This design comes from an exercise in tuning for small area on the open sky130 flow, not from production work. Only simulation tests tie the RTL to the original design; equivalence was not proved. The flow treats the clock pin as an ideal source, which a real chip does not have.

==> inputs of 03-11 <==
## fft_8point
module fft_8point(
    input clk,
    input rst,
    input  signed [15:0] x_real_0, input signed [15:0] x_imag_0,
    input  signed [15:0] x_real_1, input signed [15:0] x_imag_1,
    input  signed [15:0] x_real_2, input signed [15:0] x_imag_2,
    input  signed [15:0] x_real_3, input signed [15:0] x_imag_3,
    input  signed [15:0] x_real_4, input signed [15:0] x_imag_4,
    input  signed [15:0] x_real_5, input signed [15:0] x_imag_5,
    input  signed [15:0] x_real_6, input signed [15:0] x_imag_6,
    input  signed [15:0] x_real_7, input signed [15:0] x_imag_7,
    output signed [15:0] X_real_0, output signed [15:0] X_imag_0,
    output signed [15:0] X_real_1, output signed [15:0] X_imag_1,
    output signed [15:0] X_real_2, output signed [15:0] X_imag_2,
    output signed [15:0] X_real_3, output signed [15:0] X_imag_3,
    output signed [15:0] X_real_4, output signed [15:0] X_imag_4,
    output signed [15:0] X_real_5, output signed [15:0] X_imag_5,
    output signed [15:0] X_real_6, output signed [15:0] X_imag_6,
    output signed [15:0] X_real_7, output signed [15:0] X_imag_7
);
Settings: LEC_CHECK=0, CAP_MARGIN=20, CORE_MARGIN=2, CORE_UTILIZATION=60, CTS_BUF_LIST=sky130_fd_sc_hd__clkbuf_16, CTS_CLUSTER_DIAMETER=120, CTS_CLUSTER_SIZE=28, SLEW_MARGIN=20, SYNTH_HIERARCHICAL=1, SYNTH_MINIMUM_KEEP_SIZE=0; clock period 10.0 ns.
standard.sh (not shown) runs the stock make flow with config.mk's settings and CLKGATE_MAP_FILE= SYNTH_SCRIPT=/design/flow/synth_recipe.tcl, a recipe that flattens the netlist after the stock synthesis.
==> flow/flow/run.sh <==
#!/bin/bash
# The standard layout (standard.sh: unchanged synthesis and steps) with two
# layout settings changed:
#  - the port buffers use the smallest buffer cell (buf_1);
#  - CTS: clkbuf_16 leaf buffers over clusters of up to 28 registers, clkbuf_8
#    for the tree above them, and no dummy clock loads.
export BUFFER_PORTS_ARGS="-buffer_cell sky130_fd_sc_hd__buf_1"
export CTS_ARGS="-sink_clustering_enable -repair_clock_nets -buf_list {sky130_fd_sc_hd__clkbuf_8 sky130_fd_sc_hd__clkbuf_16} -sink_clustering_size 28 -sink_clustering_max_diameter 120 -tree_buf sky130_fd_sc_hd__clkbuf_8 -root_buf sky130_fd_sc_hd__clkbuf_8 -dont_use_dummy_load"
bash standard.sh > standard.log 2>&1
==> 06-04 (differences from 03-11) <==
==> flow/flow/run.sh (replaced) <==
#!/bin/bash
# The standard layout (standard.sh: unchanged synthesis and steps) with two
# settings changed: buf_1 as the port buffer cell, and no dummy clock loads in CTS.
export BUFFER_PORTS_ARGS="-buffer_cell sky130_fd_sc_hd__buf_1"
export CTS_ARGS="-sink_clustering_enable -repair_clock_nets -buf_list sky130_fd_sc_hd__clkbuf_16 -sink_clustering_size 28 -sink_clustering_max_diameter 120 -tree_buf sky130_fd_sc_hd__clkbuf_8 -root_buf sky130_fd_sc_hd__clkbuf_8 -dont_use_dummy_load"
bash standard.sh > standard.log 2>&1
Settings changed: CORE_UTILIZATION 60 to 50, CTS_CLUSTER_DIAMETER 120 to 100.
==> 06-06 (differences from 03-11) <==
==> flow/run.sh (new file) <==
#!/bin/bash
# synth_recipe.tcl (not shown) runs the flow's synth.tcl, then flattens the netlist and writes it again
# the make line also repeats each setting of config.mk as NAME=value (left out here)
make -C /OpenROAD-flow-scripts/flow DESIGN_CONFIG=/design/flow/config.mk WORK_HOME=/design/flow/orfs CLKGATE_MAP_FILE= SYNTH_SCRIPT=/design/flow/synth_recipe.tcl finish
Settings changed: CTS_CLUSTER_DIAMETER 120 to 100.
removed: flow/flow/run.sh
removed: flow/standard.sh
==> flow_metrics.env <==
export IMPL_status="no timing/DRC/antenna violations"
export IMPL_min_period_ps=9640
export IMPL_design_area_mm2=0.0434
export IMPL_drive_gt1_share_pct=1.44
export IMPL_fin_crit_sh_pct=96.4
export IMPL_multi_input_area_share_pct=52.4
export IMPL_r2r_setup_slack_ps=360
export IMPL_path_depth=25
export IMPL_arrival_ps=10270
export IMPL_wl_met1_mm=41.5
export IMPL_place_gp_congestion=0.915
export IMPL_fin_skew_ps=56.2
(the above is from 06-04)
==> flow_metrics.env <==
export IMPL_multi_input_area_share_pct=48.7
export IMPL_arrival_ps=10190
export IMPL_status="no timing/DRC/antenna violations"
export IMPL_r2r_setup_slack_ps=270
export IMPL_path_depth=26
export IMPL_place_gp_congestion=0.972
export IMPL_fin_skew_ps=44.8
export IMPL_wl_met1_mm=37.4
export IMPL_min_period_ps=9730
(the above is from 06-06)
==> flow_metrics.env <==
export IMPL_min_period_ps=9690
export IMPL_design_area_mm2=0.0432
export IMPL_multi_input_area_share_pct=52.7
export IMPL_drive_gt1_share_pct=1.29
export IMPL_r2r_setup_slack_ps=310
export IMPL_fin_skew_ps=74.7
export IMPL_arrival_ps=10310
export IMPL_fin_crit_sh_pct=96.9
export IMPL_status="no timing/DRC/antenna violations"
export IMPL_wl_met1_mm=36.9
(the above is from 03-11)

==> build 70: inputs <==
fft_8point, a different RTL version from the one above (not shown whole).
make LEC_CHECK=0 CAP_MARGIN=20 CORE_MARGIN=2 CORE_UTILIZATION=60 CTS_BUF_LIST=sky130_fd_sc_hd__clkbuf_16 CTS_CLUSTER_DIAMETER=140 CTS_CLUSTER_SIZE=30 SLEW_MARGIN=20 SYNTH_HIERARCHICAL=1 SYNTH_MINIMUM_KEEP_SIZE=0 finish   # period 10.0 ns
run.sh (not shown) runs the stock make flow with config.mk's settings and CLKGATE_MAP_FILE= SYNTH_SCRIPT=/design/flow/synth_recipe.tcl, a recipe that flattens the netlist after the stock synthesis.
Stock flow here: none of the scripts above is used.
==> inputs of build 17, as changes to build 70 <==
==> flow/flow/run.sh (new file) <==
#!/bin/bash
# The standard layout (standard.sh, unchanged synthesis and steps); the only
# difference is the cell used for the port buffers: buf_1 instead of the default.
export BUFFER_PORTS_ARGS="-buffer_cell sky130_fd_sc_hd__buf_1"
bash standard.sh > standard.log 2>&1
==> flow/standard.sh (new file) <==
#!/bin/bash
# synth_recipe.tcl (not shown) runs the flow's synth.tcl, then flattens the netlist and writes it again
# the make line also repeats each setting of config.mk as NAME=value (left out here)
make -C /OpenROAD-flow-scripts/flow DESIGN_CONFIG=/design/flow/config.mk WORK_HOME=/design/flow/orfs CLKGATE_MAP_FILE= SYNTH_SCRIPT=/design/flow/synth_recipe.tcl "${@:-finish}"
CTS_CLUSTER_DIAMETER = 120   (was 140)
CTS_CLUSTER_SIZE = 24   (was 30)
removed: flow/run.sh
==> comparison <==
Build 17 completed without violations. Build 70 produced a clean layout. In build 17 the register-to-register slack is better than in build 70, by 70 ps. Flip-flop and latch count is the same in build 17 and build 70. Routed wire length: build 70 is larger than build 17 (about 1.8%). Of build 70 and build 17, build 70 has the higher design area (gap about 7%, measured against build 17). Against build 17, the first-iteration DRC count of build 70 is smaller by about 0.3%. In build 70 the via count is larger than in build 17, by about 0.9%. Sequential share of layout area: build 70 is lower than build 17 (2.2 points). In die area, build 70 and build 17 do not differ.
==> figures <==
quantity                                                                    build 17            build 70
Launch point of the worst reg-to-reg path                          r2_sd1[0]$_DFF_P_  r2_sd3[18]$_DFF_P_
Outcome                                             no timing/DRC/antenna violations  no timing/DRC/antenna violations
CTS clock-pin slew for the worst setup and hold paths                          90 ps              120 ps
Number of antenna violations at the first check in global routing                  6                   9
Non-clk buf share                                                              4.48%               11.1%
Kind of end point of the critical path                                      register      primary output
WP data required                                                            10480 ps             8000 ps
Layout filler cell count                                                        4928                4363
Net count reported at finish                                                    4624                4617
Tightest hold margin                                                          323 ps              313 ps
Met1 Use GR                                                                    39.8%               40.8%
Quantity of gates resized following cts                                            0                   2
Slack of the worst reg-to-reg path                                            320 ps              250 ps
CTS Buf Count                                                                     37                  29
Final Cycle Share                                                              96.8%               97.8%
Unrepaired setup endpoints after global routing                                   no                 yes
Met2 usage in global routing                                                   54.2%               55.6%
Mean routed wirelength per cell                                              23.9 um             24.4 um
Multi-input gate area in the final layout                                23100 sq um         23100 sq um

## static timing again, ports no longer ideal
How much do the figures lean on ideal ports? The routed layouts below were timed once more, with nothing changed but the port constraints. Step 1 assumes that a clkbuf_16 drives the clock port and a buf_2 every other input. Step 2 moves the port delays by t, midway between the first and last clock arrival at a register: inputs arrive t later, outputs are due t later. That takes back most of the time a late clock gives input paths. Slacks: ideal / step 1 / step 2; pairs: ideal / step 1.
run	t (ns)	slack for setup (ns)	worst setup path at the end	worst data-port slew with drivers (ns)
03-11	0.810	0.310 / 0.310 / 0.310	register to register	0.07
06-04	0.814	0.355 / 0.355 / 0.355	register to register	0.07
06-06	0.657	0.273 / 0.247 / 0.273	register to register	0.08
build 70	0.692	0.221 / 0.153 / 0.250	register to register	0.08
build 17	0.655	0.318 / 0.275 / 0.318	register to register	0.09
After both steps every run listed still meets setup and hold.
